This design comes from an exercise in tuning for small area, a short achievable clock period and few clock cycles on the open sky130 flow, not from production work. The RTL was checked by simulation tests, not by an equivalence proof against the original design.

## flow/standard.sh

```bash
#!/bin/bash
# synth_recipe.tcl (not shown) runs the flow's synth.tcl, then flattens the netlist and writes it again
# the make line also repeats each setting of config.mk as NAME=value (left out here)
make -C /OpenROAD-flow-scripts/flow DESIGN_CONFIG=/design/flow/config.mk WORK_HOME=/design/flow/orfs CLKGATE_MAP_FILE= SYNTH_SCRIPT=/design/flow/synth_recipe.tcl "${@:-finish}"
```

## flow/constraint.sdc

```tcl
create_clock -name core_clock -period 8.0 [get_ports {clk}]
set_input_delay 1.6000 -clock core_clock [delete_from_list [all_inputs] [get_ports {clk}]]
set_output_delay 1.6000 -clock core_clock [all_outputs]
set_load 0.01 [all_outputs]
```

## flow/flow/run.sh

```bash
#!/bin/bash
set -euo pipefail
bash standard.sh MATCH_CELL_FOOTPRINT=0 'BUFFER_PORTS_ARGS=-buffer_cell sky130_fd_sc_hd__buf_2' finish > standard.log 2>&1
```

## flow/design.v

```verilog
module goldschmidt_divider_q4_4 (
    input  wire       clk,
    input  wire       rst_n,
    input  wire       start,
    input  wire [7:0] numerator,
    input  wire [7:0] denominator,
    output wire [7:0] quotient,
    output reg        valid,
    output reg        error
);
    reg busy;
    always @(posedge clk or negedge rst_n) begin
        if (!rst_n) begin
            busy  <= 1'b0;
            valid <= 1'b0;
        end else begin
            busy  <= start;
            valid <= busy;
        end
    end
    wire       sgn0 = numerator[7] ^ denominator[7];
    wire [7:0] nr0  = numerator[7]   ? -numerator   : numerator;
    wire [7:0] dr0  = denominator[7] ? -denominator : denominator;
    reg [2:0] p0, cls0;
    always @(*) begin
        casez (dr0)
            8'b1???????: begin p0 = 3'd7; cls0 = dr0[6:4]; end
            8'b01??????: begin p0 = 3'd6; cls0 = dr0[5:3]; end
            8'b001?????: begin p0 = 3'd5; cls0 = dr0[4:2]; end
            8'b0001????: begin p0 = 3'd4; cls0 = dr0[3:1]; end
            8'b00001???: begin p0 = 3'd3; cls0 = dr0[2:0]; end
            8'b000001??: begin p0 = 3'd2; cls0 = {dr0[1:0], 1'b0}; end
            8'b0000001?: begin p0 = 3'd1; cls0 = {dr0[0], 2'b0}; end
            default:     begin p0 = 3'd0; cls0 = 3'd0; end
        endcase
    end
    reg [4:0] bd0, bd1;
    reg [2:0] bd2;
    always @(*) begin
        case ({nr0[2:0], 1'b0})
            4'b0000:          bd0 = 5'b00000;
            4'b0010:          bd0 = 5'b00001;
            4'b0100:          bd0 = 5'b00010;
            4'b0110:          bd0 = 5'b00100;
            4'b1000:          bd0 = 5'b11000;
            4'b1010:          bd0 = 5'b10100;
            4'b1100:          bd0 = 5'b10010;
            default:          bd0 = 5'b10001;
        endcase
        case (nr0[5:2])
            4'b0000, 4'b1111: bd1 = 5'b00000;
            4'b0001, 4'b0010: bd1 = 5'b00001;
            4'b0011, 4'b0100: bd1 = 5'b00010;
            4'b0101, 4'b0110: bd1 = 5'b00100;
            4'b0111:          bd1 = 5'b01000;
            4'b1000:          bd1 = 5'b11000;
            4'b1001, 4'b1010: bd1 = 5'b10100;
            4'b1011, 4'b1100: bd1 = 5'b10010;
            default:          bd1 = 5'b10001;
        endcase
        bd2 = {1'b0, nr0[7] | (nr0[6] & nr0[5]), ~nr0[7] & (nr0[6] ^ nr0[5])};
    end
    wire [12:0] k1a0 = ({13{cls0 == 3'd0}} & 13'd7224) |
        ({13{cls0 == 3'd1}} & 13'd6783) |
        ({13{cls0 == 3'd2}} & 13'd6240) |
        ({13{cls0 == 3'd3}} & 13'd5840) |
        ({13{cls0 == 3'd4}} & 13'd5328) |
        ({13{cls0 == 3'd5}} & 13'd5004) |
        ({13{cls0 == 3'd6}} & 13'd4658) |
        ({13{cls0 == 3'd7}} & 13'd4369);
    wire [14:0] k3a0 = ({15{cls0 == 3'd0}} & 15'd21672) |
        ({15{cls0 == 3'd1}} & 15'd20349) |
        ({15{cls0 == 3'd2}} & 15'd18720) |
        ({15{cls0 == 3'd3}} & 15'd17520) |
        ({15{cls0 == 3'd4}} & 15'd15984) |
        ({15{cls0 == 3'd5}} & 15'd15012) |
        ({15{cls0 == 3'd6}} & 15'd13974) |
        ({15{cls0 == 3'd7}} & 15'd13107);
    wire [7:0] rom0;
    wire rom_n16, rom_n17, rom_n18, rom_n19, rom_n20, rom_n21, rom_n22,
    rom_n23, rom_n24, rom_n25, rom_n26, rom_n27, rom_n28, rom_n29, rom_n30,
    rom_n31, rom_n32, rom_n33, rom_n34, rom_n35, rom_n36, rom_n37, rom_n38,
    rom_n39, rom_n40, rom_n41, rom_n42, rom_n43, rom_n44, rom_n45, rom_n46,
    rom_n47, rom_n48, rom_n49, rom_n50, rom_n51, rom_n52, rom_n53, rom_n54,
    rom_n55, rom_n56, rom_n57, rom_n58, rom_n59, rom_n60, rom_n61, rom_n62,
    rom_n63, rom_n64, rom_n65, rom_n66, rom_n67, rom_n68, rom_n69, rom_n70,
    rom_n71, rom_n72, rom_n73, rom_n74, rom_n75, rom_n76, rom_n77, rom_n78,
    rom_n79, rom_n80, rom_n81, rom_n82, rom_n83, rom_n84, rom_n85, rom_n86,
    rom_n87, rom_n88, rom_n89, rom_n90, rom_n91, rom_n92, rom_n93, rom_n94,
    rom_n95, rom_n96, rom_n97, rom_n98, rom_n99, rom_n100, rom_n102,
    rom_n103, rom_n104, rom_n105, rom_n106, rom_n107, rom_n108, rom_n109,
    rom_n110, rom_n111, rom_n112, rom_n113, rom_n114, rom_n115, rom_n116,
    rom_n117, rom_n118, rom_n119, rom_n120, rom_n121, rom_n122, rom_n123,
    rom_n124, rom_n125, rom_n126, rom_n127, rom_n128, rom_n129, rom_n130,
    rom_n131, rom_n132, rom_n133, rom_n134, rom_n135, rom_n136, rom_n137,
    rom_n138, rom_n139, rom_n140, rom_n141, rom_n142, rom_n143, rom_n144,
    rom_n145, rom_n146, rom_n147, rom_n148, rom_n149, rom_n150, rom_n151,
    rom_n152, rom_n153, rom_n154, rom_n155, rom_n156, rom_n158, rom_n159,
    rom_n160, rom_n161, rom_n162, rom_n163, rom_n164, rom_n165, rom_n166,
    rom_n167, rom_n168, rom_n169, rom_n170, rom_n171, rom_n172, rom_n173,
    rom_n174, rom_n175, rom_n176, rom_n177, rom_n178, rom_n179, rom_n180,
    rom_n181, rom_n182, rom_n183, rom_n184, rom_n185, rom_n187, rom_n188,
    rom_n189, rom_n190, rom_n191, rom_n192, rom_n193, rom_n194, rom_n195,
    rom_n196, rom_n197, rom_n198, rom_n199, rom_n200, rom_n201, rom_n202,
    rom_n203, rom_n204, rom_n205, rom_n206, rom_n207, rom_n208, rom_n209,
    rom_n210, rom_n211, rom_n212, rom_n213, rom_n214, rom_n215, rom_n216,
    rom_n217, rom_n218, rom_n219, rom_n220, rom_n221, rom_n222, rom_n223,
    rom_n224, rom_n225, rom_n226, rom_n227, rom_n228, rom_n230, rom_n231,
    rom_n232, rom_n233, rom_n234, rom_n235, rom_n236, rom_n237, rom_n238,
    rom_n239, rom_n240, rom_n241, rom_n242, rom_n243, rom_n244, rom_n245,
    rom_n246, rom_n247, rom_n248, rom_n249, rom_n251, rom_n252, rom_n253,
    rom_n254, rom_n255, rom_n256, rom_n257, rom_n258, rom_n259, rom_n260,
    rom_n261, rom_n262, rom_n263, rom_n264, rom_n265, rom_n266, rom_n267,
    rom_n269, rom_n270, rom_n271, rom_n272, rom_n273, rom_n274, rom_n275,
    rom_n276, rom_n277, rom_n278, rom_n279, rom_n280, rom_n281, rom_n282,
    rom_n283, rom_n284, rom_n285, rom_n286, rom_n287, rom_n288, rom_n289,
    rom_n290, rom_n291, rom_n293, rom_n294, rom_n295, rom_n296, rom_n297,
    rom_n298, rom_n299, rom_n300, rom_n301, rom_n302, rom_n303, rom_n304,
    rom_n305, rom_n306, rom_n307, rom_n308, rom_n309, rom_n310, rom_n311,
    rom_n312, rom_n313, rom_n314;
    assign rom_n16 = nr0[1] & nr0[4];
    assign rom_n17 = ~nr0[6] & ~rom_n16;
    assign rom_n18 = nr0[6] & rom_n16;
    assign rom_n19 = nr0[5] & ~nr0[6];
    assign rom_n20 = ~nr0[5] & nr0[6];
    assign rom_n21 = ~rom_n19 & ~rom_n20;
    assign rom_n22 = ~rom_n18 & rom_n21;
    assign rom_n23 = ~rom_n17 & rom_n22;
    assign rom_n24 = nr0[2] & rom_n20;
    assign rom_n25 = ~nr0[1] & ~nr0[4];
    assign rom_n26 = nr0[5] & rom_n25;
    assign rom_n27 = ~rom_n24 & ~rom_n26;
    assign rom_n28 = ~rom_n23 & rom_n27;
    assign rom_n29 = nr0[3] & ~rom_n28;
    assign rom_n30 = ~nr0[2] & rom_n20;
    assign rom_n31 = nr0[1] & ~nr0[2];
    assign rom_n32 = rom_n19 & ~rom_n31;
    assign rom_n33 = ~rom_n30 & ~rom_n32;
    assign rom_n34 = nr0[3] & nr0[6];
    assign rom_n35 = ~rom_n16 & rom_n34;
    assign rom_n36 = rom_n16 & rom_n20;
    assign rom_n37 = ~rom_n35 & ~rom_n36;
    assign rom_n38 = ~rom_n16 & ~rom_n20;
    assign rom_n39 = rom_n37 & ~rom_n38;
    assign rom_n40 = ~rom_n33 & rom_n39;
    assign rom_n41 = nr0[1] & ~nr0[6];
    assign rom_n42 = ~nr0[3] & ~rom_n19;
    assign rom_n43 = ~rom_n16 & rom_n42;
    assign rom_n44 = rom_n41 & rom_n43;
    assign rom_n45 = ~nr0[3] & nr0[4];
    assign rom_n46 = nr0[5] & rom_n45;
    assign rom_n47 = ~nr0[1] & ~nr0[2];
    assign rom_n48 = nr0[5] & nr0[6];
    assign rom_n49 = rom_n47 & rom_n48;
    assign rom_n50 = ~rom_n46 & rom_n49;
    assign rom_n51 = nr0[1] & nr0[2];
    assign rom_n52 = ~nr0[3] & ~nr0[6];
    assign rom_n53 = nr0[4] & rom_n52;
    assign rom_n54 = ~rom_n51 & rom_n53;
    assign rom_n55 = rom_n46 & ~rom_n47;
    assign rom_n56 = ~rom_n54 & ~rom_n55;
    assign rom_n57 = ~rom_n50 & rom_n56;
    assign rom_n58 = ~rom_n44 & rom_n57;
    assign rom_n59 = ~rom_n40 & rom_n58;
    assign rom_n60 = ~rom_n29 & rom_n59;
    assign rom_n61 = ~nr0[0] & nr0[1];
    assign rom_n62 = ~nr0[0] & nr0[4];
    assign rom_n63 = ~rom_n19 & rom_n62;
    assign rom_n64 = ~rom_n61 & ~rom_n63;
    assign rom_n65 = ~rom_n18 & ~rom_n64;
    assign rom_n66 = nr0[1] & ~rom_n62;
    assign rom_n67 = ~rom_n20 & ~rom_n41;
    assign rom_n68 = ~rom_n66 & rom_n67;
    assign rom_n69 = nr0[0] & ~nr0[3];
    assign rom_n70 = ~rom_n21 & rom_n69;
    assign rom_n71 = nr0[3] & ~nr0[4];
    assign rom_n72 = rom_n20 & rom_n71;
    assign rom_n73 = ~nr0[0] & ~nr0[5];
    assign rom_n74 = nr0[3] & rom_n73;
    assign rom_n75 = ~rom_n72 & ~rom_n74;
    assign rom_n76 = ~rom_n70 & rom_n75;
    assign rom_n77 = ~rom_n68 & rom_n76;
    assign rom_n78 = nr0[2] & ~rom_n77;
    assign rom_n79 = rom_n19 & rom_n71;
    assign rom_n80 = nr0[0] & nr0[4];
    assign rom_n81 = ~rom_n19 & rom_n80;
    assign rom_n82 = ~nr0[1] & ~rom_n45;
    assign rom_n83 = ~rom_n81 & rom_n82;
    assign rom_n84 = ~rom_n79 & rom_n83;
    assign rom_n85 = rom_n78 & ~rom_n84;
    assign rom_n86 = ~rom_n65 & ~rom_n85;
    assign rom_n87 = nr0[0] & ~nr0[6];
    assign rom_n88 = ~rom_n86 & ~rom_n87;
    assign rom_n89 = ~rom_n60 & rom_n88;
    assign rom_n90 = ~nr0[6] & rom_n85;
    assign rom_n91 = nr0[0] & rom_n60;
    assign rom_n92 = ~rom_n90 & rom_n91;
    assign rom_n93 = ~rom_n89 & ~rom_n92;
    assign rom_n94 = nr0[2] & rom_n19;
    assign rom_n95 = ~rom_n20 & ~rom_n94;
    assign rom_n96 = ~rom_n34 & ~rom_n52;
    assign rom_n97 = ~nr0[2] & rom_n96;
    assign rom_n98 = rom_n95 & ~rom_n97;
    assign rom_n99 = ~nr0[0] & rom_n25;
    assign rom_n100 = ~rom_n98 & rom_n99;
    assign rom0[0] = ~rom_n93 | rom_n100;
    assign rom_n102 = ~rom_n16 & ~rom_n25;
    assign rom_n103 = nr0[5] & rom_n80;
    assign rom_n104 = ~nr0[6] & ~rom_n103;
    assign rom_n105 = rom_n102 & rom_n104;
    assign rom_n106 = ~rom_n85 & rom_n105;
    assign rom_n107 = ~rom_n20 & ~rom_n106;
    assign rom_n108 = ~rom_n93 & rom_n107;
    assign rom_n109 = nr0[4] & ~rom_n108;
    assign rom_n110 = rom_n19 & rom_n47;
    assign rom_n111 = nr0[2] & nr0[6];
    assign rom_n112 = ~rom_n20 & ~rom_n111;
    assign rom_n113 = nr0[1] & ~nr0[5];
    assign rom_n114 = ~rom_n112 & ~rom_n113;
    assign rom_n115 = ~rom_n110 & ~rom_n114;
    assign rom_n116 = rom_n69 & ~rom_n115;
    assign rom_n117 = ~nr0[2] & ~nr0[5];
    assign rom_n118 = nr0[0] & ~nr0[1];
    assign rom_n119 = ~rom_n61 & ~rom_n118;
    assign rom_n120 = rom_n117 & rom_n119;
    assign rom_n121 = rom_n34 & ~rom_n118;
    assign rom_n122 = rom_n112 & rom_n121;
    assign rom_n123 = ~rom_n120 & ~rom_n122;
    assign rom_n124 = ~nr0[3] & rom_n61;
    assign rom_n125 = rom_n20 & rom_n124;
    assign rom_n126 = rom_n51 & rom_n74;
    assign rom_n127 = ~rom_n125 & ~rom_n126;
    assign rom_n128 = rom_n123 & rom_n127;
    assign rom_n129 = ~nr0[3] & rom_n118;
    assign rom_n130 = ~rom_n61 & rom_n94;
    assign rom_n131 = ~rom_n129 & rom_n130;
    assign rom_n132 = ~nr0[0] & nr0[5];
    assign rom_n133 = rom_n31 & rom_n132;
    assign rom_n134 = nr0[2] & rom_n118;
    assign rom_n135 = rom_n21 & rom_n134;
    assign rom_n136 = ~rom_n133 & ~rom_n135;
    assign rom_n137 = ~rom_n131 & rom_n136;
    assign rom_n138 = rom_n128 & rom_n137;
    assign rom_n139 = ~rom_n116 & rom_n138;
    assign rom_n140 = rom_n109 & rom_n139;
    assign rom_n141 = ~nr0[1] & nr0[4];
    assign rom_n142 = nr0[4] & ~nr0[5];
    assign rom_n143 = ~rom_n45 & ~rom_n142;
    assign rom_n144 = rom_n141 & rom_n143;
    assign rom_n145 = rom_n87 & rom_n144;
    assign rom_n146 = rom_n37 & ~rom_n145;
    assign rom_n147 = rom_n16 & ~rom_n78;
    assign rom_n148 = ~rom_n146 & ~rom_n147;
    assign rom_n149 = ~nr0[0] & ~rom_n37;
    assign rom_n150 = ~nr0[2] & ~rom_n149;
    assign rom_n151 = ~rom_n148 & ~rom_n150;
    assign rom_n152 = ~nr0[3] & ~nr0[5];
    assign rom_n153 = ~rom_n151 & rom_n152;
    assign rom_n154 = ~rom_n108 & rom_n153;
    assign rom_n155 = ~rom_n109 & ~rom_n139;
    assign rom_n156 = ~rom_n154 & ~rom_n155;
    assign rom0[1] = ~rom_n140 & rom_n156;
    assign rom_n158 = ~nr0[3] & rom_n25;
    assign rom_n159 = rom_n132 & rom_n158;
    assign rom_n160 = nr0[3] & rom_n25;
    assign rom_n161 = rom_n21 & rom_n160;
    assign rom_n162 = rom_n20 & rom_n118;
    assign rom_n163 = ~rom_n161 & ~rom_n162;
    assign rom_n164 = ~rom_n159 & rom_n163;
    assign rom_n165 = ~rom_n145 & rom_n164;
    assign rom_n166 = ~nr0[2] & ~rom_n165;
    assign rom_n167 = rom_n17 & ~rom_n46;
    assign rom_n168 = ~rom_n96 & ~rom_n167;
    assign rom_n169 = ~nr0[5] & ~nr0[6];
    assign rom_n170 = rom_n158 & rom_n169;
    assign rom_n171 = ~rom_n168 & ~rom_n170;
    assign rom_n172 = rom_n98 & rom_n142;
    assign rom_n173 = rom_n171 & rom_n172;
    assign rom_n174 = ~rom_n85 & ~rom_n173;
    assign rom_n175 = ~rom_n166 & rom_n174;
    assign rom_n176 = ~rom_n51 & rom0[1];
    assign rom_n177 = ~nr0[2] & rom_n25;
    assign rom_n178 = ~rom_n24 & ~rom_n177;
    assign rom_n179 = rom_n43 & rom_n178;
    assign rom_n180 = ~rom_n176 & rom_n179;
    assign rom_n181 = rom_n175 & ~rom_n180;
    assign rom_n182 = rom_n19 & rom_n31;
    assign rom_n183 = ~rom_n155 & rom_n182;
    assign rom_n184 = rom_n30 & rom_n62;
    assign rom_n185 = ~rom_n183 & ~rom_n184;
    assign rom0[2] = ~rom_n181 | ~rom_n185;
    assign rom_n187 = rom_n20 & ~rom_n181;
    assign rom_n188 = rom_n45 & ~rom_n168;
    assign rom_n189 = ~nr0[2] & ~rom_n80;
    assign rom_n190 = rom_n119 & rom_n189;
    assign rom_n191 = nr0[2] & nr0[4];
    assign rom_n192 = ~nr0[5] & ~rom_n191;
    assign rom_n193 = ~rom_n190 & ~rom_n192;
    assign rom_n194 = ~nr0[3] & nr0[6];
    assign rom_n195 = ~nr0[4] & ~rom_n194;
    assign rom_n196 = ~rom_n160 & rom_n195;
    assign rom_n197 = rom_n193 & rom_n196;
    assign rom_n198 = ~rom_n188 & ~rom_n197;
    assign rom_n199 = nr0[6] & rom_n193;
    assign rom_n200 = nr0[3] & ~rom_n199;
    assign rom_n201 = nr0[5] & rom_n66;
    assign rom_n202 = rom_n104 & ~rom_n201;
    assign rom_n203 = ~rom_n85 & ~rom_n202;
    assign rom_n204 = ~nr0[1] & rom_n73;
    assign rom_n205 = ~nr0[0] & rom_n85;
    assign rom_n206 = ~rom_n204 & ~rom_n205;
    assign rom_n207 = ~rom_n203 & rom_n206;
    assign rom_n208 = rom_n200 & ~rom_n207;
    assign rom_n209 = ~rom_n198 & ~rom_n208;
    assign rom_n210 = nr0[4] & rom_n33;
    assign rom_n211 = nr0[3] & ~rom_n210;
    assign rom_n212 = ~rom_n197 & rom_n211;
    assign rom_n213 = ~rom_n166 & rom_n212;
    assign rom_n214 = ~rom_n209 & ~rom_n213;
    assign rom_n215 = ~rom_n187 & rom_n214;
    assign rom_n216 = rom_n30 & rom_n45;
    assign rom_n217 = ~nr0[0] & ~rom_n72;
    assign rom_n218 = ~rom_n216 & rom_n217;
    assign rom_n219 = ~rom_n215 & ~rom_n218;
    assign rom_n220 = rom_n42 & ~rom_n195;
    assign rom_n221 = rom0[0] & rom_n220;
    assign rom_n222 = ~nr0[0] & ~rom_n221;
    assign rom_n223 = rom_n215 & rom_n222;
    assign rom_n224 = ~rom_n219 & ~rom_n223;
    assign rom_n225 = rom_n16 & ~rom_n21;
    assign rom_n226 = nr0[0] & ~rom_n38;
    assign rom_n227 = ~rom_n225 & rom_n226;
    assign rom_n228 = ~rom_n214 & rom_n227;
    assign rom0[3] = rom_n224 | rom_n228;
    assign rom_n230 = nr0[2] & ~nr0[4];
    assign rom_n231 = ~rom_n151 & ~rom_n230;
    assign rom_n232 = nr0[0] & rom_n48;
    assign rom_n233 = ~nr0[6] & ~rom_n71;
    assign rom_n234 = ~rom_n141 & rom_n233;
    assign rom_n235 = ~rom_n232 & ~rom_n234;
    assign rom_n236 = ~rom_n131 & ~rom_n235;
    assign rom_n237 = ~rom_n224 & rom_n236;
    assign rom_n238 = ~rom_n166 & ~rom_n224;
    assign rom_n239 = ~rom_n52 & ~rom_n113;
    assign rom_n240 = rom_n102 & rom_n239;
    assign rom_n241 = rom_n171 & ~rom_n240;
    assign rom_n242 = ~rom_n238 & rom_n241;
    assign rom_n243 = ~rom_n237 & ~rom_n242;
    assign rom_n244 = ~rom_n231 & ~rom_n243;
    assign rom_n245 = ~nr0[2] & nr0[4];
    assign rom_n246 = ~rom_n146 & rom_n245;
    assign rom_n247 = ~rom0[1] & rom_n246;
    assign rom_n248 = rom_n231 & ~rom_n247;
    assign rom_n249 = rom_n243 & rom_n248;
    assign rom0[4] = rom_n244 | rom_n249;
    assign rom_n251 = rom_n169 & rom_n177;
    assign rom_n252 = ~rom_n111 & ~rom_n251;
    assign rom_n253 = ~nr0[0] & ~rom_n252;
    assign rom_n254 = rom_n52 & rom_n189;
    assign rom_n255 = ~nr0[5] & rom_n158;
    assign rom_n256 = ~rom_n144 & ~rom_n255;
    assign rom_n257 = ~rom_n254 & rom_n256;
    assign rom_n258 = ~rom_n253 & ~rom_n257;
    assign rom_n259 = nr0[5] & ~rom_n102;
    assign rom_n260 = ~rom_n80 & ~rom_n259;
    assign rom_n261 = rom0[1] & ~rom_n260;
    assign rom_n262 = ~rom_n192 & rom_n194;
    assign rom_n263 = ~rom_n261 & rom_n262;
    assign rom_n264 = ~rom_n173 & ~rom_n208;
    assign rom_n265 = ~rom_n263 & rom_n264;
    assign rom_n266 = nr0[4] & rom_n204;
    assign rom_n267 = ~rom_n265 & ~rom_n266;
    assign rom0[5] = rom_n258 | rom_n267;
    assign rom_n269 = nr0[0] & nr0[2];
    assign rom_n270 = ~nr0[0] & ~nr0[2];
    assign rom_n271 = rom_n20 & ~rom_n270;
    assign rom_n272 = ~rom_n269 & rom_n271;
    assign rom_n273 = rom_n16 & ~rom_n272;
    assign rom_n274 = ~rom_n237 & rom_n273;
    assign rom_n275 = ~nr0[1] & nr0[5];
    assign rom_n276 = ~rom_n191 & rom_n275;
    assign rom_n277 = ~rom_n93 & rom_n276;
    assign rom_n278 = rom_n21 & ~rom_n117;
    assign rom_n279 = ~rom_n69 & ~rom_n278;
    assign rom_n280 = rom_n69 & rom_n95;
    assign rom_n281 = rom_n25 & ~rom_n280;
    assign rom_n282 = ~rom_n279 & rom_n281;
    assign rom_n283 = ~rom_n277 & ~rom_n282;
    assign rom_n284 = ~rom_n274 & rom_n283;
    assign rom_n285 = ~rom_n200 & ~rom_n284;
    assign rom_n286 = nr0[1] & ~rom_n142;
    assign rom_n287 = nr0[6] & ~rom_n286;
    assign rom_n288 = ~rom_n20 & rom_n286;
    assign rom_n289 = ~rom_n287 & ~rom_n288;
    assign rom_n290 = ~rom_n265 & rom_n289;
    assign rom_n291 = ~rom_n106 & ~rom_n290;
    assign rom0[6] = rom_n285 | ~rom_n291;
    assign rom_n293 = ~nr0[1] & rom_n175;
    assign rom_n294 = nr0[0] & ~rom_n293;
    assign rom_n295 = rom_n175 & rom_n200;
    assign rom_n296 = ~rom_n294 & ~rom_n295;
    assign rom_n297 = ~rom_n277 & rom_n296;
    assign rom_n298 = rom_n106 & rom_n208;
    assign rom_n299 = ~nr0[1] & rom_n34;
    assign rom_n300 = rom_n143 & ~rom_n299;
    assign rom_n301 = nr0[2] & ~rom_n45;
    assign rom_n302 = ~rom_n300 & ~rom_n301;
    assign rom_n303 = ~rom_n72 & ~rom_n302;
    assign rom_n304 = ~rom_n298 & rom_n303;
    assign rom_n305 = ~rom_n297 & rom_n304;
    assign rom_n306 = nr0[1] & rom_n34;
    assign rom_n307 = ~rom_n141 & ~rom_n306;
    assign rom_n308 = rom0[2] & rom_n307;
    assign rom_n309 = ~nr0[0] & ~rom_n308;
    assign rom_n310 = ~rom_n305 & ~rom_n309;
    assign rom_n311 = rom_n47 & rom_n52;
    assign rom_n312 = rom_n300 & ~rom_n311;
    assign rom_n313 = ~rom_n208 & rom_n312;
    assign rom_n314 = rom_n309 & rom_n313;
    assign rom0[7] = rom_n310 | rom_n314;
    wire dz0   = (denominator == 8'd0);
    wire eq0   = (nr0 == dr0);
    wire d160  = (dr0 == 8'h10) & nr0[7];
    wire d1280 = (denominator == 8'h80);
    wire usesp0 = dz0 | eq0 | d160 | d1280;
    reg [7:0] spec0;
    always @(*) begin
        if (dz0)       spec0 = 8'h00;
        else if (eq0)  spec0 = 8'h10;
        else if (d160) spec0 = 8'h80;
        else           spec0 = rom0;
    end
    wire       bsa0 = bd0[4], bsa1 = bd1[4];
    wire [4:1] bma0 = bd0[3:0], bma1 = bd1[3:0];
    wire [4:1] bma2 = {2'b00, bd2[1:0]};
    wire ppa0_0 = (bsa0 ^ ((bma0[1] & k1a0[0]) | (bma0[3] & k3a0[0])));
    wire ppa0_1 = (bsa0 ^ ((bma0[1] & k1a0[1]) | (bma0[2] & k1a0[0]) | (bma0[3] & k3a0[1])));
    wire ppa0_2 = (bsa0 ^ ((bma0[1] & k1a0[2]) | (bma0[2] & k1a0[1]) | (bma0[3] & k3a0[2]) | (bma0[4] & k1a0[0])));
    wire ppa0_3 = (bsa0 ^ ((bma0[1] & k1a0[3]) | (bma0[2] & k1a0[2]) | (bma0[3] & k3a0[3]) | (bma0[4] & k1a0[1])));
    wire ppa0_4 = (bsa0 ^ ((bma0[1] & k1a0[4]) | (bma0[2] & k1a0[3]) | (bma0[3] & k3a0[4]) | (bma0[4] & k1a0[2])));
    wire ppa0_5 = (bsa0 ^ ((bma0[1] & k1a0[5]) | (bma0[2] & k1a0[4]) | (bma0[3] & k3a0[5]) | (bma0[4] & k1a0[3])));
    wire ppa0_6 = (bsa0 ^ ((bma0[1] & k1a0[6]) | (bma0[2] & k1a0[5]) | (bma0[3] & k3a0[6]) | (bma0[4] & k1a0[4])));
    wire ppa0_7 = (bsa0 ^ ((bma0[1] & k1a0[7]) | (bma0[2] & k1a0[6]) | (bma0[3] & k3a0[7]) | (bma0[4] & k1a0[5])));
    wire ppa0_8 = (bsa0 ^ ((bma0[1] & k1a0[8]) | (bma0[2] & k1a0[7]) | (bma0[3] & k3a0[8]) | (bma0[4] & k1a0[6])));
    wire ppa0_9 = (bsa0 ^ ((bma0[1] & k1a0[9]) | (bma0[2] & k1a0[8]) | (bma0[3] & k3a0[9]) | (bma0[4] & k1a0[7])));
    wire ppa0_10 = (bsa0 ^ ((bma0[1] & k1a0[10]) | (bma0[2] & k1a0[9]) | (bma0[3] & k3a0[10]) | (bma0[4] & k1a0[8])));
    wire ppa0_11 = (bsa0 ^ ((bma0[1] & k1a0[11]) | (bma0[2] & k1a0[10]) | (bma0[3] & k3a0[11]) | (bma0[4] & k1a0[9])));
    wire ppa0_12 = (bsa0 ^ ((bma0[1] & k1a0[12]) | (bma0[2] & k1a0[11]) | (bma0[3] & k3a0[12]) | (bma0[4] & k1a0[10])));
    wire ppa0_13 = (bsa0 ^ ((bma0[2] & k1a0[12]) | (bma0[3] & k3a0[13]) | (bma0[4] & k1a0[11])));
    wire ppa0_14 = (bsa0 ^ ((bma0[3] & k3a0[14]) | (bma0[4] & k1a0[12])));
    wire [14:0] ppa0 = {ppa0_14, ppa0_13, ppa0_12, ppa0_11, ppa0_10, ppa0_9, ppa0_8, ppa0_7, ppa0_6, ppa0_5, ppa0_4, ppa0_3, ppa0_2, ppa0_1, ppa0_0};
    wire ppa1_0 = (bsa1 ^ ((bma1[1] & k1a0[0]) | (bma1[3] & k3a0[0])));
    wire ppa1_1 = (bsa1 ^ ((bma1[1] & k1a0[1]) | (bma1[2] & k1a0[0]) | (bma1[3] & k3a0[1])));
    wire ppa1_2 = (bsa1 ^ ((bma1[1] & k1a0[2]) | (bma1[2] & k1a0[1]) | (bma1[3] & k3a0[2]) | (bma1[4] & k1a0[0])));
    wire ppa1_3 = (bsa1 ^ ((bma1[1] & k1a0[3]) | (bma1[2] & k1a0[2]) | (bma1[3] & k3a0[3]) | (bma1[4] & k1a0[1])));
    wire ppa1_4 = (bsa1 ^ ((bma1[1] & k1a0[4]) | (bma1[2] & k1a0[3]) | (bma1[3] & k3a0[4]) | (bma1[4] & k1a0[2])));
    wire ppa1_5 = (bsa1 ^ ((bma1[1] & k1a0[5]) | (bma1[2] & k1a0[4]) | (bma1[3] & k3a0[5]) | (bma1[4] & k1a0[3])));
    wire ppa1_6 = (bsa1 ^ ((bma1[1] & k1a0[6]) | (bma1[2] & k1a0[5]) | (bma1[3] & k3a0[6]) | (bma1[4] & k1a0[4])));
    wire ppa1_7 = (bsa1 ^ ((bma1[1] & k1a0[7]) | (bma1[2] & k1a0[6]) | (bma1[3] & k3a0[7]) | (bma1[4] & k1a0[5])));
    wire ppa1_8 = (bsa1 ^ ((bma1[1] & k1a0[8]) | (bma1[2] & k1a0[7]) | (bma1[3] & k3a0[8]) | (bma1[4] & k1a0[6])));
    wire ppa1_9 = (bsa1 ^ ((bma1[1] & k1a0[9]) | (bma1[2] & k1a0[8]) | (bma1[3] & k3a0[9]) | (bma1[4] & k1a0[7])));
    wire ppa1_10 = (bsa1 ^ ((bma1[1] & k1a0[10]) | (bma1[2] & k1a0[9]) | (bma1[3] & k3a0[10]) | (bma1[4] & k1a0[8])));
    wire ppa1_11 = (bsa1 ^ ((bma1[1] & k1a0[11]) | (bma1[2] & k1a0[10]) | (bma1[3] & k3a0[11]) | (bma1[4] & k1a0[9])));
    wire ppa1_12 = (bsa1 ^ ((bma1[1] & k1a0[12]) | (bma1[2] & k1a0[11]) | (bma1[3] & k3a0[12]) | (bma1[4] & k1a0[10])));
    wire ppa1_13 = (bsa1 ^ ((bma1[2] & k1a0[12]) | (bma1[3] & k3a0[13]) | (bma1[4] & k1a0[11])));
    wire ppa1_14 = (bsa1 ^ ((bma1[3] & k3a0[14]) | (bma1[4] & k1a0[12])));
    wire [14:0] ppa1 = {ppa1_14, ppa1_13, ppa1_12, ppa1_11, ppa1_10, ppa1_9, ppa1_8, ppa1_7, ppa1_6, ppa1_5, ppa1_4, ppa1_3, ppa1_2, ppa1_1, ppa1_0};
    wire ppa2_0 = ((bma2[1] & k1a0[0]));
    wire ppa2_1 = ((bma2[1] & k1a0[1]) | (bma2[2] & k1a0[0]));
    wire ppa2_2 = ((bma2[1] & k1a0[2]) | (bma2[2] & k1a0[1]));
    wire ppa2_3 = ((bma2[1] & k1a0[3]) | (bma2[2] & k1a0[2]));
    wire ppa2_4 = ((bma2[1] & k1a0[4]) | (bma2[2] & k1a0[3]));
    wire ppa2_5 = ((bma2[1] & k1a0[5]) | (bma2[2] & k1a0[4]));
    wire ppa2_6 = ((bma2[1] & k1a0[6]) | (bma2[2] & k1a0[5]));
    wire ppa2_7 = ((bma2[1] & k1a0[7]) | (bma2[2] & k1a0[6]));
    wire ppa2_8 = ((bma2[1] & k1a0[8]) | (bma2[2] & k1a0[7]));
    wire ppa2_9 = ((bma2[1] & k1a0[9]) | (bma2[2] & k1a0[8]));
    wire ppa2_10 = ((bma2[1] & k1a0[10]) | (bma2[2] & k1a0[9]));
    wire ppa2_11 = ((bma2[1] & k1a0[11]) | (bma2[2] & k1a0[10]));
    wire ppa2_12 = ((bma2[1] & k1a0[12]) | (bma2[2] & k1a0[11]));
    wire ppa2_13 = ((bma2[2] & k1a0[12]));
    wire [13:0] ppa2 = {ppa2_13, ppa2_12, ppa2_11, ppa2_10, ppa2_9, ppa2_8, ppa2_7, ppa2_6, ppa2_5, ppa2_4, ppa2_3, ppa2_2, ppa2_1, ppa2_0};
    reg [14:0] pp0, pp1;
    reg [13:0] pp2;
    reg        bs0, bs1;
    reg [2:0]  pa, cls;
    reg        sgna, dza, usespa;
    always @(posedge clk) begin
        pp0    <= usesp0 ? 15'd0 : ppa0;
        pp1    <= usesp0 ? 15'd0 : ppa1;
        pp2    <= usesp0 ? {3'd0, spec0, 3'd0} : ppa2;
        bs0    <= ~usesp0 & bsa0;
        bs1    <= ~usesp0 & bsa1;
        pa     <= p0;
        cls    <= cls0;
        sgna   <= sgn0;
        dza    <= dz0;
        usespa <= usesp0;
    end
    wire m1_1;
    wire m1_2;
    wire m1_3;
    wire m1_4;
    wire m1_5;
    wire m1_6;
    wire m1_7;
    wire m1_8;
    wire m1_9;
    wire m1_10;
    wire m1_11;
    wire m1_12;
    wire m1_13;
    wire m1_14;
    wire m1_15;
    wire m1_16;
    wire m1_17;
    wire m1_18;
    wire m1_19;
    wire m1_20;
    wire m1_21;
    wire m1_22;
    wire m1_23;
    wire m1_24;
    wire m1_25;
    wire m1_26;
    wire m1_27;
    wire m1_28;
    wire m1_29;
    wire m1_30;
    wire m1_31;
    wire m1_32;
    wire m1_33;
    wire m1_34;
    assign m1_1 = bs1 ^ pp0[3];
    assign m1_2 = bs1 & pp0[3];
    assign m1_3 = pp0[4] ^ pp1[1];
    assign m1_4 = pp0[4] & pp1[1];
    assign m1_5 = pp0[5] ^ pp1[2];
    assign m1_6 = pp0[5] & pp1[2];
    assign m1_7 = pp0[6] ^ pp1[3] ^ pp2[0];
    assign m1_8 = (pp0[6] & pp1[3]) | (pp0[6] & pp2[0]) | (pp1[3] & pp2[0]);
    assign m1_9 = pp0[7] ^ pp1[4] ^ pp2[1];
    assign m1_10 = (pp0[7] & pp1[4]) | (pp0[7] & pp2[1]) | (pp1[4] & pp2[1]);
    assign m1_11 = pp0[8] ^ pp1[5] ^ pp2[2];
    assign m1_12 = (pp0[8] & pp1[5]) | (pp0[8] & pp2[2]) | (pp1[5] & pp2[2]);
    assign m1_13 = pp0[9] ^ pp1[6] ^ pp2[3];
    assign m1_14 = (pp0[9] & pp1[6]) | (pp0[9] & pp2[3]) | (pp1[6] & pp2[3]);
    assign m1_15 = pp0[10] ^ pp1[7] ^ pp2[4];
    assign m1_16 = (pp0[10] & pp1[7]) | (pp0[10] & pp2[4]) | (pp1[7] & pp2[4]);
    assign m1_17 = pp0[11] ^ pp1[8] ^ pp2[5];
    assign m1_18 = (pp0[11] & pp1[8]) | (pp0[11] & pp2[5]) | (pp1[8] & pp2[5]);
    assign m1_19 = pp0[12] ^ pp1[9] ^ pp2[6];
    assign m1_20 = (pp0[12] & pp1[9]) | (pp0[12] & pp2[6]) | (pp1[9] & pp2[6]);
    assign m1_21 = pp0[13] ^ pp1[10] ^ pp2[7];
    assign m1_22 = (pp0[13] & pp1[10]) | (pp0[13] & pp2[7]) | (pp1[10] & pp2[7]);
    assign m1_23 = pp0[14] ^ pp1[11] ^ pp2[8];
    assign m1_24 = (pp0[14] & pp1[11]) | (pp0[14] & pp2[8]) | (pp1[11] & pp2[8]);
    assign m1_25 = bs0 ^ pp1[12] ^ pp2[9];
    assign m1_26 = (bs0 & pp1[12]) | (bs0 & pp2[9]) | (pp1[12] & pp2[9]);
    assign m1_27 = bs0 ^ pp1[13] ^ pp2[10];
    assign m1_28 = (bs0 & pp1[13]) | (bs0 & pp2[10]) | (pp1[13] & pp2[10]);
    assign m1_29 = bs0 ^ pp1[14] ^ pp2[11];
    assign m1_30 = (bs0 & pp1[14]) | (bs0 & pp2[11]) | (pp1[14] & pp2[11]);
    assign m1_31 = ~bs0 ^ ~bs1 ^ pp2[12];
    assign m1_32 = (~bs0 & ~bs1) | (~bs0 & pp2[12]) | (~bs1 & pp2[12]);
    assign m1_33 = 1'b1 ^ pp2[13];
    assign m1_34 = 1'b1 & pp2[13];
    wire [19:0] x_a = {m1_33, m1_31, m1_29, m1_27, m1_25, m1_23, m1_21, m1_19, m1_17, m1_15, m1_13, m1_11, m1_9, m1_7, m1_5, m1_3, m1_1, pp0[2], pp0[1], bs0};
    wire [19:0] x_b = {m1_32, m1_30, m1_28, m1_26, m1_24, m1_22, m1_20, m1_18, m1_16, m1_14, m1_12, m1_10, m1_8, m1_6, m1_4, m1_2, pp1[0], 1'b0, 1'b0, pp0[0]};
    wire [19:0] x  = x_a + x_b;
    wire [11:0] n2 = x[19:8];
    wire [1:0] s3 = ({2{cls == 3'd1}} & 2'd1) |
        ({2{cls == 3'd2}} & 2'd2) |
        ({2{cls == 3'd3}} & 2'd2) |
        ({2{cls == 3'd4}} & 2'd2) |
        ({2{cls == 3'd5}} & 2'd2) |
        ({2{cls == 3'd6}} & 2'd2) |
        ({2{cls == 3'd7}} & 2'd2);
    wire [1:0] es = ({2{cls == 3'd0}} & 2'd1) |
        ({2{cls == 3'd2}} & 2'd2) |
        ({2{cls == 3'd4}} & 2'd1);
    wire [2:0] e1 = ({3{cls == 3'd0}} & 3'd1) |
        ({3{cls == 3'd1}} & 3'd4) |
        ({3{cls == 3'd2}} & 3'd7) |
        ({3{cls == 3'd3}} & 3'd2) |
        ({3{cls == 3'd4}} & 3'd1) |
        ({3{cls == 3'd7}} & 3'd1);
    wire [2:0] e2 = ({3{cls == 3'd0}} & 3'd4) |
        ({3{cls == 3'd1}} & 3'd1) |
        ({3{cls == 3'd3}} & 3'd1) |
        ({3{cls == 3'd4}} & 3'd2) |
        ({3{cls == 3'd5}} & 3'd1) |
        ({3{cls == 3'd6}} & 3'd1);
    wire [19:0] c2t = ({20{cls == 3'd0}} & 20'd1040385) |
        ({20{cls == 3'd2}} & 20'd1015812) |
        ({20{cls == 3'd4}} & 20'd1040385);
    wire [19:0] c2 = c2t & {20{~usespa}};
    wire es_0 = es[0] & ~usespa, es_1 = es[1] & ~usespa;
    wire e1_0 = e1[0] & ~usespa, e1_1 = e1[1] & ~usespa, e1_2 = e1[2] & ~usespa;
    wire e2_0 = e2[0] & ~usespa, e2_1 = e2[1] & ~usespa, e2_2 = e2[2] & ~usespa;
    wire m2_1;
    wire m2_2;
    wire m2_3;
    wire m2_4;
    wire m2_5;
    wire m2_6;
    wire m2_7;
    wire m2_8;
    wire m2_9;
    wire m2_10;
    wire m2_11;
    wire m2_12;
    wire m2_13;
    wire m2_14;
    wire m2_15;
    wire m2_16;
    wire m2_17;
    wire m2_18;
    wire m2_19;
    wire m2_20;
    wire m2_21;
    wire m2_22;
    wire m2_23;
    wire m2_24;
    wire m2_25;
    wire m2_26;
    wire m2_27;
    wire m2_28;
    wire m2_29;
    wire m2_30;
    wire m2_31;
    wire m2_32;
    wire m2_33;
    wire m2_34;
    wire m2_35;
    wire m2_36;
    wire m2_37;
    wire m2_38;
    wire m2_39;
    wire m2_40;
    wire m2_41;
    wire m2_42;
    wire m2_43;
    wire m2_44;
    wire m2_45;
    wire m2_46;
    wire m2_47;
    wire m2_48;
    wire m2_49;
    wire m2_50;
    wire m2_51;
    wire m2_52;
    wire m2_53;
    wire m2_54;
    assign m2_1 = n2[0] ^ (es_0 ^ ((e1_0 & n2[8]) | (e2_0 & n2[7])));
    assign m2_2 = n2[0] & (es_0 ^ ((e1_0 & n2[8]) | (e2_0 & n2[7])));
    assign m2_3 = n2[1] ^ (es_0 ^ ((e1_0 & n2[9]) | (e2_0 & n2[8]))) ^ (es_1 ^ ((e1_1 & n2[7]) | (e2_1 & n2[6])));
    assign m2_4 = (n2[1] & (es_0 ^ ((e1_0 & n2[9]) | (e2_0 & n2[8])))) | (n2[1] & (es_1 ^ ((e1_1 & n2[7]) | (e2_1 & n2[6])))) | ((es_0 ^ ((e1_0 & n2[9]) | (e2_0 & n2[8]))) & (es_1 ^ ((e1_1 & n2[7]) | (e2_1 & n2[6]))));
    assign m2_5 = n2[2] ^ (es_0 ^ ((e1_0 & n2[10]) | (e2_0 & n2[9]))) ^ (es_1 ^ ((e1_1 & n2[8]) | (e2_1 & n2[7])));
    assign m2_6 = (n2[2] & (es_0 ^ ((e1_0 & n2[10]) | (e2_0 & n2[9])))) | (n2[2] & (es_1 ^ ((e1_1 & n2[8]) | (e2_1 & n2[7])))) | ((es_0 ^ ((e1_0 & n2[10]) | (e2_0 & n2[9]))) & (es_1 ^ ((e1_1 & n2[8]) | (e2_1 & n2[7]))));
    assign m2_7 = n2[3] ^ (es_0 ^ ((e1_0 & n2[11]) | (e2_0 & n2[10]))) ^ (es_1 ^ ((e1_1 & n2[9]) | (e2_1 & n2[8])));
    assign m2_8 = (n2[3] & (es_0 ^ ((e1_0 & n2[11]) | (e2_0 & n2[10])))) | (n2[3] & (es_1 ^ ((e1_1 & n2[9]) | (e2_1 & n2[8])))) | ((es_0 ^ ((e1_0 & n2[11]) | (e2_0 & n2[10]))) & (es_1 ^ ((e1_1 & n2[9]) | (e2_1 & n2[8]))));
    assign m2_9 = n2[4] ^ (es_0 ^ ((e2_0 & n2[11]))) ^ (es_1 ^ ((e1_1 & n2[10]) | (e2_1 & n2[9])));
    assign m2_10 = (n2[4] & (es_0 ^ ((e2_0 & n2[11])))) | (n2[4] & (es_1 ^ ((e1_1 & n2[10]) | (e2_1 & n2[9])))) | ((es_0 ^ ((e2_0 & n2[11]))) & (es_1 ^ ((e1_1 & n2[10]) | (e2_1 & n2[9]))));
    assign m2_11 = n2[5] ^ c2[13] ^ (es_1 ^ ((e1_1 & n2[11]) | (e2_1 & n2[10])));
    assign m2_12 = (n2[5] & c2[13]) | (n2[5] & (es_1 ^ ((e1_1 & n2[11]) | (e2_1 & n2[10])))) | (c2[13] & (es_1 ^ ((e1_1 & n2[11]) | (e2_1 & n2[10]))));
    assign m2_13 = n2[6] ^ c2[14] ^ (es_1 ^ ((e2_1 & n2[11])));
    assign m2_14 = (n2[6] & c2[14]) | (n2[6] & (es_1 ^ ((e2_1 & n2[11])))) | (c2[14] & (es_1 ^ ((e2_1 & n2[11]))));
    assign m2_15 = n2[7] ^ c2[15];
    assign m2_16 = n2[7] & c2[15];
    assign m2_17 = n2[8] ^ c2[16];
    assign m2_18 = n2[8] & c2[16];
    assign m2_19 = c2[2] ^ (es_0 ^ ((e1_0 & n2[2]) | (e2_0 & n2[1])));
    assign m2_20 = c2[2] & (es_0 ^ ((e1_0 & n2[2]) | (e2_0 & n2[1])));
    assign m2_21 = (es_0 ^ ((e1_0 & n2[3]) | (e2_0 & n2[2]))) ^ (es_1 ^ ((e1_1 & n2[1]) | (e2_1 & n2[0])));
    assign m2_22 = (es_0 ^ ((e1_0 & n2[3]) | (e2_0 & n2[2]))) & (es_1 ^ ((e1_1 & n2[1]) | (e2_1 & n2[0])));
    assign m2_23 = (es_0 ^ ((e1_0 & n2[4]) | (e2_0 & n2[3]))) ^ (es_1 ^ ((e1_1 & n2[2]) | (e2_1 & n2[1]))) ^ ((e1_2 & n2[0]));
    assign m2_24 = ((es_0 ^ ((e1_0 & n2[4]) | (e2_0 & n2[3]))) & (es_1 ^ ((e1_1 & n2[2]) | (e2_1 & n2[1])))) | ((es_0 ^ ((e1_0 & n2[4]) | (e2_0 & n2[3]))) & ((e1_2 & n2[0]))) | ((es_1 ^ ((e1_1 & n2[2]) | (e2_1 & n2[1]))) & ((e1_2 & n2[0])));
    assign m2_25 = (es_0 ^ ((e1_0 & n2[5]) | (e2_0 & n2[4]))) ^ (es_1 ^ ((e1_1 & n2[3]) | (e2_1 & n2[2]))) ^ ((e1_2 & n2[1]) | (e2_2 & n2[0]));
    assign m2_26 = ((es_0 ^ ((e1_0 & n2[5]) | (e2_0 & n2[4]))) & (es_1 ^ ((e1_1 & n2[3]) | (e2_1 & n2[2])))) | ((es_0 ^ ((e1_0 & n2[5]) | (e2_0 & n2[4]))) & ((e1_2 & n2[1]) | (e2_2 & n2[0]))) | ((es_1 ^ ((e1_1 & n2[3]) | (e2_1 & n2[2]))) & ((e1_2 & n2[1]) | (e2_2 & n2[0])));
    assign m2_27 = (es_0 ^ ((e1_0 & n2[6]) | (e2_0 & n2[5]))) ^ (es_1 ^ ((e1_1 & n2[4]) | (e2_1 & n2[3]))) ^ ((e1_2 & n2[2]) | (e2_2 & n2[1]));
    assign m2_28 = ((es_0 ^ ((e1_0 & n2[6]) | (e2_0 & n2[5]))) & (es_1 ^ ((e1_1 & n2[4]) | (e2_1 & n2[3])))) | ((es_0 ^ ((e1_0 & n2[6]) | (e2_0 & n2[5]))) & ((e1_2 & n2[2]) | (e2_2 & n2[1]))) | ((es_1 ^ ((e1_1 & n2[4]) | (e2_1 & n2[3]))) & ((e1_2 & n2[2]) | (e2_2 & n2[1])));
    assign m2_29 = (es_0 ^ ((e1_0 & n2[7]) | (e2_0 & n2[6]))) ^ (es_1 ^ ((e1_1 & n2[5]) | (e2_1 & n2[4]))) ^ ((e1_2 & n2[3]) | (e2_2 & n2[2]));
    assign m2_30 = ((es_0 ^ ((e1_0 & n2[7]) | (e2_0 & n2[6]))) & (es_1 ^ ((e1_1 & n2[5]) | (e2_1 & n2[4])))) | ((es_0 ^ ((e1_0 & n2[7]) | (e2_0 & n2[6]))) & ((e1_2 & n2[3]) | (e2_2 & n2[2]))) | ((es_1 ^ ((e1_1 & n2[5]) | (e2_1 & n2[4]))) & ((e1_2 & n2[3]) | (e2_2 & n2[2])));
    assign m2_31 = (es_1 ^ ((e1_1 & n2[6]) | (e2_1 & n2[5]))) ^ ((e1_2 & n2[4]) | (e2_2 & n2[3])) ^ m2_1;
    assign m2_32 = ((es_1 ^ ((e1_1 & n2[6]) | (e2_1 & n2[5]))) & ((e1_2 & n2[4]) | (e2_2 & n2[3]))) | ((es_1 ^ ((e1_1 & n2[6]) | (e2_1 & n2[5]))) & m2_1) | (((e1_2 & n2[4]) | (e2_2 & n2[3])) & m2_1);
    assign m2_33 = ((e1_2 & n2[5]) | (e2_2 & n2[4])) ^ m2_2 ^ m2_3;
    assign m2_34 = (((e1_2 & n2[5]) | (e2_2 & n2[4])) & m2_2) | (((e1_2 & n2[5]) | (e2_2 & n2[4])) & m2_3) | (m2_2 & m2_3);
    assign m2_35 = ((e1_2 & n2[6]) | (e2_2 & n2[5])) ^ m2_4 ^ m2_5;
    assign m2_36 = (((e1_2 & n2[6]) | (e2_2 & n2[5])) & m2_4) | (((e1_2 & n2[6]) | (e2_2 & n2[5])) & m2_5) | (m2_4 & m2_5);
    assign m2_37 = ((e1_2 & n2[7]) | (e2_2 & n2[6])) ^ m2_6 ^ m2_7;
    assign m2_38 = (((e1_2 & n2[7]) | (e2_2 & n2[6])) & m2_6) | (((e1_2 & n2[7]) | (e2_2 & n2[6])) & m2_7) | (m2_6 & m2_7);
    assign m2_39 = ((e1_2 & n2[8]) | (e2_2 & n2[7])) ^ m2_8 ^ m2_9;
    assign m2_40 = (((e1_2 & n2[8]) | (e2_2 & n2[7])) & m2_8) | (((e1_2 & n2[8]) | (e2_2 & n2[7])) & m2_9) | (m2_8 & m2_9);
    assign m2_41 = ((e1_2 & n2[9]) | (e2_2 & n2[8])) ^ m2_10 ^ m2_11;
    assign m2_42 = (((e1_2 & n2[9]) | (e2_2 & n2[8])) & m2_10) | (((e1_2 & n2[9]) | (e2_2 & n2[8])) & m2_11) | (m2_10 & m2_11);
    assign m2_43 = ((e1_2 & n2[10]) | (e2_2 & n2[9])) ^ m2_12 ^ m2_13;
    assign m2_44 = (((e1_2 & n2[10]) | (e2_2 & n2[9])) & m2_12) | (((e1_2 & n2[10]) | (e2_2 & n2[9])) & m2_13) | (m2_12 & m2_13);
    assign m2_45 = m2_15 ^ ((e1_2 & n2[11]) | (e2_2 & n2[10])) ^ m2_14;
    assign m2_46 = (m2_15 & ((e1_2 & n2[11]) | (e2_2 & n2[10]))) | (m2_15 & m2_14) | (((e1_2 & n2[11]) | (e2_2 & n2[10])) & m2_14);
    assign m2_47 = m2_16 ^ m2_17 ^ ((e2_2 & n2[11]));
    assign m2_48 = (m2_16 & m2_17) | (m2_16 & ((e2_2 & n2[11]))) | (m2_17 & ((e2_2 & n2[11])));
    assign m2_49 = n2[9] ^ c2[17] ^ m2_18;
    assign m2_50 = (n2[9] & c2[17]) | (n2[9] & m2_18) | (c2[17] & m2_18);
    assign m2_51 = n2[10] ^ c2[18];
    assign m2_52 = n2[10] & c2[18];
    assign m2_53 = n2[11] ^ c2[19];
    assign m2_54 = n2[11] & c2[19];
    wire [19:0] y_a = {m2_53, m2_51, m2_49, m2_47, m2_45, m2_43, m2_41, m2_39, m2_37, m2_35, m2_33, m2_31, m2_29, m2_27, m2_25, m2_23, m2_21, m2_19, (es_0 ^ ((e1_0 & n2[1]) | (e2_0 & n2[0]))), c2[0]};
    wire [19:0] y_b = {m2_52, m2_50, m2_48, m2_46, m2_44, m2_42, m2_40, m2_38, m2_36, m2_34, m2_32, m2_30, m2_28, m2_26, m2_24, m2_22, m2_20, (es_1 ^ ((e1_1 & n2[0]))), 1'b0, (es_0 ^ ((e1_0 & n2[0])))};
    wire [19:0] y  = y_a + y_b;
    reg [11:0] n3;
    reg        sg;
    reg [2:0]  pb;
    reg [1:0]  sb;
    always @(posedge clk) begin
        n3    <= y[19:8];
        pb    <= usespa ? 3'd0 : pa;
        sb    <= usespa ? 2'd3 : s3;
        sg    <= sgna;
        error <= dza;
    end
    wire [5:0]  n3s = (sb == 2'd0) ? n3[11:6] :
                      (sb == 2'd1) ? {1'b0, n3[11:7]} :
                      (sb == 2'd2) ? {2'b0, n3[11:8]} : 6'd0;
    wire [12:0] n4  = {1'b0, n3} + {7'd0, n3s};
    wire [6:0]  ph = 7'd1 << pb;
    wire [8:0]  t = ({9{ph[0]}} & n4[8:0])  | ({9{ph[1]}} & n4[9:1])  |
                    ({9{ph[2]}} & n4[10:2]) | ({9{ph[3]}} & n4[11:3]) |
                    ({9{ph[4]}} & n4[12:4]) | ({9{ph[5]}} & {1'b0, n4[12:5]}) |
                    ({9{ph[6]}} & {2'b0, n4[12:6]});
    assign quotient = (t[8:1] ^ {8{sg}}) + {7'd0, t[0] ^ sg};
endmodule
```

## flow/config.mk

```make
export PLATFORM = sky130hd
export DESIGN_NAME = goldschmidt_divider_q4_4
export DESIGN_NICKNAME = goldschmidt_divider_q4_4
export VERILOG_FILES = /design/flow/design.v
export SDC_FILE = /design/flow/constraint.sdc
export NUM_CORES = 4
export LEC_CHECK = 0
export ABC_AREA = 1
export CAP_MARGIN = 20
export CORE_MARGIN = 2
export CORE_UTILIZATION = 55
export SETUP_SLACK_MARGIN = 1.0
export SLEW_MARGIN = 20
```

==> flow_summary.yaml, run 1 <==
outcome:
  status: "timing/DRC/antenna clean"
global_route:
  grt_max_degree: 21
  antenna_found_initial: 0
  grt_pass1_wl_um: 39000
  overflow: 0
  grt_pass1_vias: 8261
  grt_util_all_layers: 0.2851
clocking:
  worstSkewPairLatency_ps: 340
  cts_resized: 0
  cts_buffer_depth: 2
  cts_setup_buffers: 0
  numCtsBuffers: 9
  cts.sink_count: 76
  cts-root-buf: "clkbuf_16"
  cts.clk_slew.worst_paths_ps: 70
  htree_levels: 3
  cts_tree: "done"
  hold_buffers: 0
die:
  io_pins: 29
  die_area_um2: 17030
  die_x_um: 130.5
  die_y_um: 130.5
  start_util: 0.5579
  core_um2: 15770
  rows: 46
worst_hold_path:
  hp-class: "flip-flop to flip-flop"
routing:
  dr.pass1.iters: 5
  drc: 0
  drtIter0Drc: 869
  vias_per_cell: 5.682
  vias: 8858
  ant_nets: 0
  totalWireLength_um: 23820
  wl_per_cell_um: 15.28
finish:
  fin_nets: 1447
  fin_util: 0.5948
  drive_above_1_share: 0.1050
  antenna_cells: 0
  layout_commonest_cell: "nand2_1"
  fillCellCount: 1573
  syn2layout_area_growth_pct: 6.613
  layout_common_cells: "219 x nand2_1, 197 x inv_1, 110 x nor2_1, 95 x o21ai_0, 74 x dfxtp_1"
timing:
  timing.fmax_mhz: 170.9
  hold_viol_final: 0
  fin_worst_skew_ps: 13.63
  rsz0062_at_grt: "no"
  period_minus_slack_ps: 5852
  slew_headroom: 0.2664
  maxSlewViolCount: 0
  finalSetupTns_ps: 0
  worstMarginPinSlew_ps: 1073
  fin_crit_sh: 0.7315
  setup_violations: 0
placement:
  gp_routability_congestion: 1.061
  port-buffer-count: 28
  dp_hpwl_um: 18690
setup_path:
  critical_path_class: "flip-flop to flip-flop"
  critical_path.max_fanout: 6
  worstSetupEndpointType: "flip-flop"
  crit_family: "adder cells"
  critPathBufInv: 3
  startpoint_type: "flip-flop"
  cp_slowest_cell: "fa_1"
  arrival_ps: 6110
  crit_path_max_incr_delay_ps: 540
  path_common_cell: "nand2_1"
  worst_ep_required_time_ps: 8260
synth:
  syn_inst: 1325
  synth-async-reset-ratio: 0.02632
  synth_flop_cell: "dfxtp_1"
  avgSynthCellArea_um2: 6.640
  ys_types: 59
  synth_area_um2: 8798
  seq_area_frac_synth: 0.1741
  ys_ff_latch: 76
  synth_edf_count: 0
  yosysWarnings: 1
  synth_nets: 1434
run:
  cap_violations: 0
-- synthesized netlist by cell type (all sizes together) (2+ instances only) --
cell type | instances | area [um^2]
a31oi | 4 | 25.02
or3 | 3 | 18.77
nand4 | 12 | 75.07
or2 | 4 | 25.02
nor4 | 4 | 40.04
ha | 57 | 713.2
nand2 | 238 | 960.9
xnor2 | 11 | 96.34
o221ai | 22 | 198.9
inv | 234 | 878.3
a211oi | 2 | 15.01
dfxtp | 74 | 1481
xor2 | 60 | 533.0
nand3 | 77 | 405.4
o21ai | 136 | 688.2
o22ai | 43 | 269.0
nand3b | 3 | 22.52
clkbuf | 11 | 41.29
nor2 | 130 | 578.1
dfrtp | 2 | 50.05
o32ai | 2 | 17.52
clkinv | 11 | 41.29
o2111ai | 3 | 26.28
a221oi | 8 | 76.32
a21oi | 63 | 315.3
fa | 33 | 660.6
o21bai | 3 | 22.52
nor3 | 21 | 121.4
o211ai | 14 | 110.1
buf | 18 | 123.9
a22oi | 11 | 82.58
and3 | 2 | 12.51
-- worst paths after layout --
path,to,slack (ps),start,depth (start not counted)
min in group asynchronous,busy,1030,rst_n,1
worst min-delay path,sg,320,sgna,0
worst max-delay path,n3[10],2150,pp0[7],35
max in group asynchronous,busy,6880,rst_n,1
worst max register to register,n3[10],2150,pp0[7],35
worst min register to register,sg,320,sgna,0
-- worst register-to-register path, delay by kind of cell, from the launching register on --
kind                     cells  cell delay (ps)
adder cells (fa/ha/maj)      5             2160
AND/OR/NAND/NOR             20             1910
AO/OA/AOI/OAI                5              850
XOR/XNOR                     2              350
flip-flops                   1              320
buffers and inverters        3              150
-- area by class of cell --
| class | count | area [um^2] | share of cell area |
|---|---|---|---|
| Clock buffer | 9 | 225.2 | 0.02401 |
| Inverter | 245 | 919.6 | 0.09804 |
| Tap cell | 216 | 270.3 | 0.02881 |
| Multi-Input combinational cell | 975 | 6182 | 0.6591 |
| Timing Repair Buffer | 31 | 162.7 | 0.01734 |
| Sequential cell | 76 | 1531 | 0.1633 |
| Clock inverter | 7 | 88.84 | 0.009470 |
-- layer usage --
metal | wire length (um) | track usage
met1 | 10340 | 0.3701
met2 | 11280 | 0.4877
met3 | 1631 | 0.04479
met4 | 564 | 0.09136
met5 | 0 | 0
-- flip-flops by register name (all words and copies together), names as in the netlist, 2 cells and up --
register and cells:
pp0 15, pp1 15, cls 3, pa 3, n3 12, pp2 14, sb 2, pb 3
-- per-stage QoR --
| stage | hold slack, ps | instances | instance area, um^2 | setup WS (ps) |
|---|---|---|---|---|
| 3_3_place_gp | 313.0 | 1543 | 9066 | 2376 |
| 4_1_cts | 327.6 | 1559 | 9380 | 2169 |
| 6_report | 324.9 | 1559 | 9380 | 2148 |
| 2_1_floorplan | 309.6 | 1325 | 8798 | 2666 |
| 5_1_grt | 338.2 | 1559 | 9380 | 1667 |
| 3_5_place_dp | 313.2 | 1543 | 9066 | 2179 |
-- cells by family after synthesis --
kind of cell	after synthesis	synth area share
buffers and inverters	274	0.1233
AND/OR/NAND/NOR	496	0.2584
XOR/XNOR	71	0.07153
AO/OA/AOI/OAI	318	0.2166
adder cells (fa/ha/maj)	90	0.1561
flip-flops	76	0.1741
Testbench counts, summed over its fixed seeds: cycles 32,000.
==> run 2, diff against run 1 <==
--- a/flow/config.mk
+++ b/flow/config.mk
@@ -10,4 +10,4 @@
 export CORE_MARGIN = 2
 export CORE_UTILIZATION = 55
-export SETUP_SLACK_MARGIN = 1.0
+export SETUP_SLACK_MARGIN = 1.5
 export SLEW_MARGIN = 20
==> run 2 against run 1 <==
Wire length did not move. Clock skew did not move. Register-to-register slack barely moved. Highest routed layer unchanged.
==> flow_summary.yaml, run 2 <==
routing:
  drtIter0Drc: 869
  drc: 0
  totalWireLength_um: 23820
  vias: 8858
  vias_per_cell: 5.682
  ant_nets: 0
  dr.pass1.iters: 5
  wl_per_cell_um: 15.28
timing:
  hold_ws_ps: 324.9
  timing.fmax_mhz: 170.9
  maxSlewViolCount: 0
  fin_ws_ps: 2148
  fin_crit_sh: 0.7315
  rsz0062_at_grt: "no"
  worstMarginPinSlew_ps: 1073
  fin_worst_skew_ps: 13.63
  slew_headroom: 0.2664
  setup_violations: 0
  period_minus_slack_ps: 5852
  hold_viol_final: 0
  finalSetupTns_ps: 0
synth:
  synth-async-reset-ratio: 0.02632
  ys_types: 59
  yosys-top-cells-count: "219 x nand2_1, 197 x inv_1, 110 x nor2_1"
  ys_ff_latch: 76
  seq_area_frac_synth: 0.1741
  yosysWarnings: 1
  yosys.area.top_type: "dfxtp_1"
  avgSynthCellArea_um2: 6.640
  synth_most_common_cell: "nand2_1"
  synth_area_um2: 8798
  synth_nets: 1434
  syn_inst: 1325
  yosys-top-cells-area: "dfxtp_1 17%, nand2_1 9.3%, inv_1 8.4%"
  synth_flop_cell: "dfxtp_1"
  synth_top_cell_area_share: 0.1684
  synth_edf_count: 0
finish:
  fin_nets: 1447
  layout_common_cells: "219 x nand2_1, 197 x inv_1, 110 x nor2_1, 95 x o21ai_0, 74 x dfxtp_1"
  fin_area_um2: 9380
  layout_commonest_cell: "nand2_1"
  drive_above_1_share: 0.1050
  fillCellCount: 1573
  syn2layout_area_growth_pct: 6.613
  antenna_cells: 0
  top_regs: "pp0 (15), pp1 (15), pp2 (14)"
worst_hold_path:
  holdPathEnd: "sg"
  holdPathStages: 0
  hp-class: "flip-flop to flip-flop"
  hold_path.startpoint: "sgna"
global_route:
  overflow: 0
  grt_max_degree: 21
  grt_pass1_vias: 8261
  grt_util_all_layers: 0.2851
  antenna_found_initial: 0
  grt_pass1_wl_um: 39000
setup_path:
  crit_path_max_incr_delay_ps: 540
  arrival_ps: 6110
  critical_path.max_fanout: 6
  r2r_start: "pp0[7]"
  cp_slowest_cell: "fa_1"
  r2r_slack_ps: 2150
  path_common_cell: "nand2_1"
  startpoint_type: "flip-flop"
  worst_ep_required_time_ps: 8260
  worstRegToRegCells: 35
  critical_path_class: "flip-flop to flip-flop"
  r2r_end: "n3[10]"
  worstSetupEndpointType: "flip-flop"
placement:
  dp_hpwl_um: 18690
  port-buffer-count: 28
  postPlaceCellArea_um2: 9066
  place_ws_ps: 2179
  gp_routability_congestion: 1.061
die:
  rows: 46
  io_pins: 29
  core_um2: 15770
  start_util: 0.5579
  die_x_um: 130.5
  die_y_um: 130.5
  die_area_um2: 17030
clocking:
  htree_levels: 3
  cts_setup_buffers: 0
  cts_buffer_depth: 2
  numCtsBuffers: 9
  hold_buffers: 0
  worstSkewPairLatency_ps: 340
  cts_tree: "done"
  cts.sink_count: 76
  cts_resized: 0
  cts.clk_slew.worst_paths_ps: 70
  cts-root-buf: "clkbuf_16"
outcome:
  status: "timing/DRC/antenna clean"
run:
  cap_violations: 0
-- run 2: cell counts in the layout (fill, tap and decap cells not counted) --
No cell type changed its count.
-- run 2: logic make-up after synthesis --
| kind of cell | Yosys count | synth area share |
|---|---|---|
| buffers and inverters | 274 | 0.1233 |
| flip-flops | 76 | 0.1741 |
| adder cells (fa/ha/maj) | 90 | 0.1561 |
| AO/OA/AOI/OAI | 318 | 0.2166 |
| AND/OR/NAND/NOR | 496 | 0.2584 |
| XOR/XNOR | 71 | 0.07153 |
-- run 2: layout make-up --
class	count	area (um^2)	area share
clock buffers	9	225.2	0.02401
clock inverters	7	88.84	0.009470
inverters	245	919.6	0.09804
multi-input cells	975	6182	0.6591
flip-flops and latches	76	1531	0.1633
well taps	216	270.3	0.02881
repair buffers	31	162.7	0.01734
-- run 2: worst max-delay path by stage --
stage | start | endpoint | cells past startpoint
floorplan | pp0[7] | n3[10] | 35
global placement | pp0[7] | n3[10] | 35
detailed placement | pp0[7] | n3[10] | 35
CTS | pp0[7] | n3[10] | 35
global route | pp0[7] | n3[10] | 35
finish | pp0[7] | n3[10] | 35
-- run 2: worst max-delay path, delay by kind of cell (launching register included) --
kind                       cells  cell delay [ps]
buffers and inverters          3              150
adders and majority gates      5             2160
xor gates and xnor gates       2              350
DFF                            1              320
and+or+nand+nor               20             1910
AOI/OAI and AO/OA              5              850
-- run 2: routing by layer --
metal	GRT usage	vias up	routed length (um)
li1	-	4443	-
met1	0.3701	3996	10340
met2	0.4877	370	11280
met5	0	-	0
met3	0.04479	49	1631
met4	0.09136	0	564
-- run 2: stage by stage --
| step | utilization | std cells |
|---|---|---|
| final | 0.5948 | 1559 |
| after global routing | 0.5948 | 1559 |
| after CTS | 0.5948 | 1559 |
| after detailed placement | 0.5749 | 1543 |
| after global placement | 0.5749 | 1543 |
| after floorplan | - | 1325 |

[separate check: timing with driven ports]
Ports are ideal in the flow. The routed layouts listed here were re-timed in OpenROAD. Step 1 sets driving cells, clkbuf_16 on the clock port and buf_2 on the other inputs (assumed; they add their load-dependent delay and slew). Step 2 adds t to the input delays and takes it off the output delays; t is the mean of the earliest and latest rising clock arrival at the registers after step 1. Input paths then give back, and output paths get back, about the clock's delay inside the block. Three values: no drivers, after step 1, after step 2; two values: the first two.
run | shift t [ns] | slack for setup (ns) | worst setup path at the end | worst slew at a driven data input, ns
run 1 | 0.373 | 2.148 / 2.148 / 2.148 | register to register | 0.03
run 2 | 0.373 | 2.148 / 2.148 / 2.148 | register to register | 0.03
After both steps every run listed still meets setup and hold.
